This design comes from an exercise in tuning for small area on the open sky130 flow, not from production work. In this exercise RTL edits were held to simulation tests only and were not proved equivalent to the original. Power is estimated from default activity; no workload was simulated.

==> trial 9: inputs <==
==> flow/design.v <==
`timescale 1ns / 1ps
module clock_divider #(
    parameter HALF_PERIOD = 5_000
    )(
    input i_clk, i_reset,
    output o_clk,
    output o_tick   
    );
    localparam CW = (HALF_PERIOD > 2) ? $clog2(HALF_PERIOD) : 1;
    reg [CW-1:0] r_counter;
    reg r_clk;
    assign o_clk = r_clk;
    assign o_tick = (r_counter == HALF_PERIOD - 1) && !r_clk;
    always @(posedge i_clk or posedge i_reset) begin
        if(i_reset) begin
            r_clk <= 0;
            r_counter <= 0;
        end
        else begin
            if(r_counter == HALF_PERIOD - 1) begin
                r_counter <= 0;
                r_clk <= ~r_clk;
            end
            else begin
                r_counter <= r_counter + 1;
            end
        end
    end
endmodule
`timescale 1ns / 1ps
module clock_digit_divider #(
    parameter HALF_PERIOD = 5_000_000
    )(
    input i_clk, i_reset,
    output o_clk,
    output o_tick   
    );
    localparam CW = (HALF_PERIOD > 2) ? $clog2(HALF_PERIOD) : 1;
    reg [CW-1:0] r_counter;
    reg r_clk;
    assign o_clk = r_clk;
    assign o_tick = (r_counter == HALF_PERIOD - 1) && !r_clk;
    always @(posedge i_clk or posedge i_reset) begin
        if(i_reset) begin
            r_clk <= 0;
            r_counter <= 0;
        end
        else begin
            if(r_counter == HALF_PERIOD - 1) begin
                r_counter <= 0;
                r_clk <= ~r_clk;
            end
            else begin
                r_counter <= r_counter + 1;
            end
        end
    end
endmodule
`timescale 1ns / 1ps
module counter_fnd(
    input i_clk, i_reset,
    input i_en,
    output [1:0] o_counter
    );
    reg r_clk;
    reg [1:0] r_counter;
    assign o_counter = r_counter;
    always @(posedge i_clk or posedge i_reset) begin
        if(i_reset) begin
            r_counter <= 0;
            r_clk <= 0;
        end
        else if (i_en) begin
            r_counter <= r_counter + 1;
        end
    end
endmodule
`timescale 1ns / 1ps
module counter_data(
    input i_clk, i_reset,
    input i_en,
    output [31:0] o_counter
    );
    reg r_clk;
    reg [31:0] r_counter;
    assign o_counter = r_counter;
    always @(posedge i_clk or posedge i_reset) begin
        if (i_reset) begin
            r_clk <= 0;
            r_counter <= 0;
        end
        else if (i_en) begin
            if(r_counter == 10_000 - 1) begin
                r_counter <= 0;
                r_clk <= ~r_clk;
            end
            else begin
                r_counter <= r_counter + 1;
            end
        end
    end
endmodule
`timescale 1ns / 1ps
module decoder_2x4(
    input [1:0] i_digit,
    output [3:0] o_digit
    );
    reg [3:0] r_digit;
    assign o_digit = r_digit;
    always @(*) begin
        r_digit = 4'b1111;
        case(i_digit)
            2'b00 : r_digit = 4'b1110;
            2'b01 : r_digit = 4'b1101;
            2'b10 : r_digit = 4'b1011;
            2'b11 : r_digit = 4'b0111;
        endcase
    end
endmodule
`timescale 1ns / 1ps
module digit_divider(
    input [31:0] i_value,
    output [3:0] o_four, o_three, o_two, o_one
);
    assign o_four = i_value/1000%10;
    assign o_three = i_value/100%10;
    assign o_two = i_value/10%10;
    assign o_one = i_value%10;
endmodule
`timescale 1ns / 1ps
module mux_4x1(
    input [1:0] i_digit,
    input [3:0] i_four, i_three, i_two, i_one,
    output [3:0] o_value
    );
    reg [3:0] r_value;
    assign o_value = r_value;
    always @(*) begin
        case (i_digit)
            2'b00 : r_value = i_one;
            2'b01 : r_value = i_two;
            2'b10 : r_value = i_three;
            2'b11 : r_value = i_four;
        endcase
    end
endmodule
`timescale 1ns / 1ps
module BCDtoFND_decoder(
    input [3:0] i_value,
    input i_En,
    output [7:0] o_font
    );
    reg [7:0] r_font;
    assign o_font = r_font;
    always @(*) begin
        if (i_En) begin
            r_font = 8'hff;
        end
        else begin
            r_font = 8'hff;
            case (i_value)
                4'h0 : r_font = 8'hc0;
                4'h1 : r_font = 8'hf9;
                4'h2 : r_font = 8'ha4;
                4'h3 : r_font = 8'hb0;
                4'h4 : r_font = 8'h99;
                4'h5 : r_font = 8'h92;
                4'h6 : r_font = 8'h82;
                4'h7 : r_font = 8'hf8;
                4'h8 : r_font = 8'h80;
                4'h9 : r_font = 8'h90;
                4'ha : r_font = 8'h7f;
            endcase
        end
    end
endmodule
`timescale 1ns / 1ps
module upcounter #(
    parameter SCAN_HALF_PERIOD = 2,
    parameter COUNT_HALF_PERIOD = 16
    )(
    input i_clk, i_reset,
    output [7:0] o_font,
    output [3:0] o_digit
    );
    wire w_clk, w_digit_clk, w_tick, w_digit_tick;
    wire [1:0] w_cnt_digit;
    wire [31:0] w_value;
    wire [3:0] w_four, w_three, w_two, w_one, w_BCD;
    clock_divider #(.HALF_PERIOD(SCAN_HALF_PERIOD)) clk_div(
        .i_clk(i_clk),
        .i_reset(i_reset),
        .o_clk(w_clk),
        .o_tick(w_tick)
    );
    counter_fnd clk_fnd(
        .i_clk(i_clk),
        .i_en(w_tick),
        .i_reset(i_reset),
        .o_counter(w_cnt_digit)
    );
    decoder_2x4 decoder2x4(
        .i_digit(w_cnt_digit),
        .o_digit(o_digit)
    );
    clock_digit_divider #(.HALF_PERIOD(COUNT_HALF_PERIOD)) clk_digit_div(
        .i_clk(i_clk),
        .i_reset(i_reset),
        .o_clk(w_digit_clk),
        .o_tick(w_digit_tick)
    );
    counter_data cnt_data(
        .i_clk(i_clk),
        .i_en(w_digit_tick),
        .i_reset(i_reset),
        .o_counter(w_value)
    );
    digit_divider digit_data(
        .i_value(w_value),
        .o_four(w_four),
        .o_three(w_three),
        .o_two(w_two),
        .o_one(w_one)
    );
    mux_4x1 mux_1(
        .i_digit(w_cnt_digit),
        .i_four(w_four),
        .i_three(w_three),
        .i_two(w_two),
        .i_one(w_one),
        .o_value(w_BCD)
    );
    BCDtoFND_decoder BCD(
        .i_value(w_BCD),
        .i_En(i_reset),
        .o_font(o_font)
    );
endmodule
==> flow/run.sh <==
#!/bin/bash
# synth_recipe.tcl (not shown) runs the flow's synth.tcl, then flattens the netlist and writes it again
# the make line also repeats each setting of config.mk as NAME=value (left out here)
make -C /OpenROAD-flow-scripts/flow DESIGN_CONFIG=/design/flow/config.mk WORK_HOME=/design/flow/orfs CLKGATE_MAP_FILE= SYNTH_SCRIPT=/design/flow/synth_recipe.tcl finish
==> flow/config.mk <==
export PLATFORM = sky130hd
export DESIGN_NAME = upcounter
export DESIGN_NICKNAME = upcounter
export VERILOG_FILES = /design/flow/design.v
export SDC_FILE = /design/flow/constraint.sdc
export NUM_CORES = 4
export LEC_CHECK = 0
export CAP_MARGIN = 20
export CORE_MARGIN = 2
export CORE_UTILIZATION = 40
export CTS_BUF_LIST = sky130_fd_sc_hd__clkbuf_8
export SLEW_MARGIN = 20
==> flow/constraint.sdc <==
create_clock -name core_clock -period 120.0 [get_ports {i_clk}]
set_input_delay 24.0000 -clock core_clock [delete_from_list [all_inputs] [get_ports {i_clk}]]
set_output_delay 24.0000 -clock core_clock [all_outputs]
set_load 0.01 [all_outputs]
==> build 46 (differences from trial 9) <==
==> flow/design.v (replaced) <==
`timescale 1ns / 1ps
module upcounter (
    input i_clk, i_reset,
    output [7:0] o_font,
    output [3:0] o_digit
    );
    reg [1:0] q;
    reg [1:0] s;
    reg h;
    reg [3:0] d0, d1, d2, d3;
    wire q_is1 = ~q[1] & q[0];
    wire q_is3 = q[1] & ~q[0];
    wire s_adv = q_is1;
    wire tick = q_is3 & (s == 2'd0) & h;
    wire c0 = tick;
    wire c1 = c0 & d0[3] & d0[0];
    wire c2 = c1 & d1[3] & d1[0];
    wire c3 = c2 & d2[3] & d2[0];
    function [3:0] inc10(input [3:0] x);
        inc10 = (x[3] & x[0]) ? 4'd0 : x + 4'd1;
    endfunction
    always @(posedge i_clk or posedge i_reset) begin
        if (i_reset) begin
            q <= 2'b00;
            s <= 2'd0;
            h <= 1'b0;
            d0 <= 4'd0; d1 <= 4'd0; d2 <= 4'd0; d3 <= 4'd0;
        end else begin
            q <= {q[0], ~q[1]};
            if (s_adv) begin
                s <= s + 2'd1;
                if (s == 2'd3) h <= ~h;
            end
            if (c0) d0 <= inc10(d0);
            if (c1) d1 <= inc10(d1);
            if (c2) d2 <= inc10(d2);
            if (c3) d3 <= inc10(d3);
        end
    end
    reg [3:0] sel;
    always @(*) begin
        case (s)
            2'd0: sel = d0;
            2'd1: sel = d1;
            2'd2: sel = d2;
            default: sel = d3;
        endcase
    end
    reg [6:0] seg;
    always @(*) begin
        case (sel)
            4'd0: seg = 7'h40;
            4'd1: seg = 7'h79;
            4'd2: seg = 7'h24;
            4'd3: seg = 7'h30;
            4'd4: seg = 7'h19;
            4'd5: seg = 7'h12;
            4'd6: seg = 7'h02;
            4'd7: seg = 7'h78;
            4'd8: seg = 7'h00;
            default: seg = 7'h10;
        endcase
    end
    assign o_font = {1'b1, seg[6], seg[5:0] | {6{i_reset}}};
    assign o_digit = ~(4'b0001 << s);
endmodule
==> notes <==
In build 46 the synthesized cell count is smaller than in trial 9, by 97%. Cell count: build 46 is smaller than trial 9 (about 100%). Utilization: build 46 is higher than trial 9 (7.9 points). In die area, trial 9 is at 18 times the value of build 46. In trial 9 the setup slack is worse than in build 46, by 55000 ps. Of trial 9 and build 46, build 46 has the higher maximum frequency (gap 52%, measured against build 46). In build 46 the power is smaller than in trial 9, by about 54%.
==> figures <==
item	trial 9	build 46
Status	timing/DRC/antenna clean	timing/DRC/antenna clean
Critical Path Max Stage Delay	950 ps	650 ps
P per Cell Area	0.937 mW/mm^2	7.73 mW/mm^2
Clock transition at the register clock pins on the worst setup and hold paths after CTS	90 ps	70 ps
Kind of start point of the critical path	register	input port
Number of global-route vias before repair	26600	968
Maximum fanout along the worst path	43	26
Portion of the layout cell area used by clock cells	0.00377	0.0292
Sequential cell area fraction in the yosys report	0.0385	0.394
Met2 capacity usage during global routing	0.383	0.232
DP Area	0.0274 mm^2	0.00150 mm^2
Nonclk buf count	45	12
Combinational share of power	0.029	0.035
Power drawn by the clock network	0.0112 mW	0.00443 mW
Static leakage power	12.5 nW	0.691 nW

[separate check: timing with driven ports]
Ports are ideal in the flow. The routed layouts listed here were re-timed in OpenROAD. Step 1 sets driving cells, clkbuf_16 on the clock port and buf_2 on the other inputs (assumed; they add their load-dependent delay and slew). Step 2 adds t to the input delays and takes it off the output delays; t is the mean of the earliest and latest rising clock arrival at the registers after step 1. Input paths then give back, and output paths get back, about the clock's delay inside the block. Three values: no drivers, after step 1, after step 2; two values: the first two.
run | shift t [ns] | setup WS [ns] | worst slew at a driven data input, ns
trial 9 | 0.336 | 15.448 / 15.403 / 15.739 | 0.03
build 46 | 0.278 | 70.168 / 70.143 / 70.143 | 0.03
After both steps setup and hold are still met in every run listed. The setup slack of build 46, which loses most, moves by -0.025 ns with the drivers and by -0.025 ns with both steps.
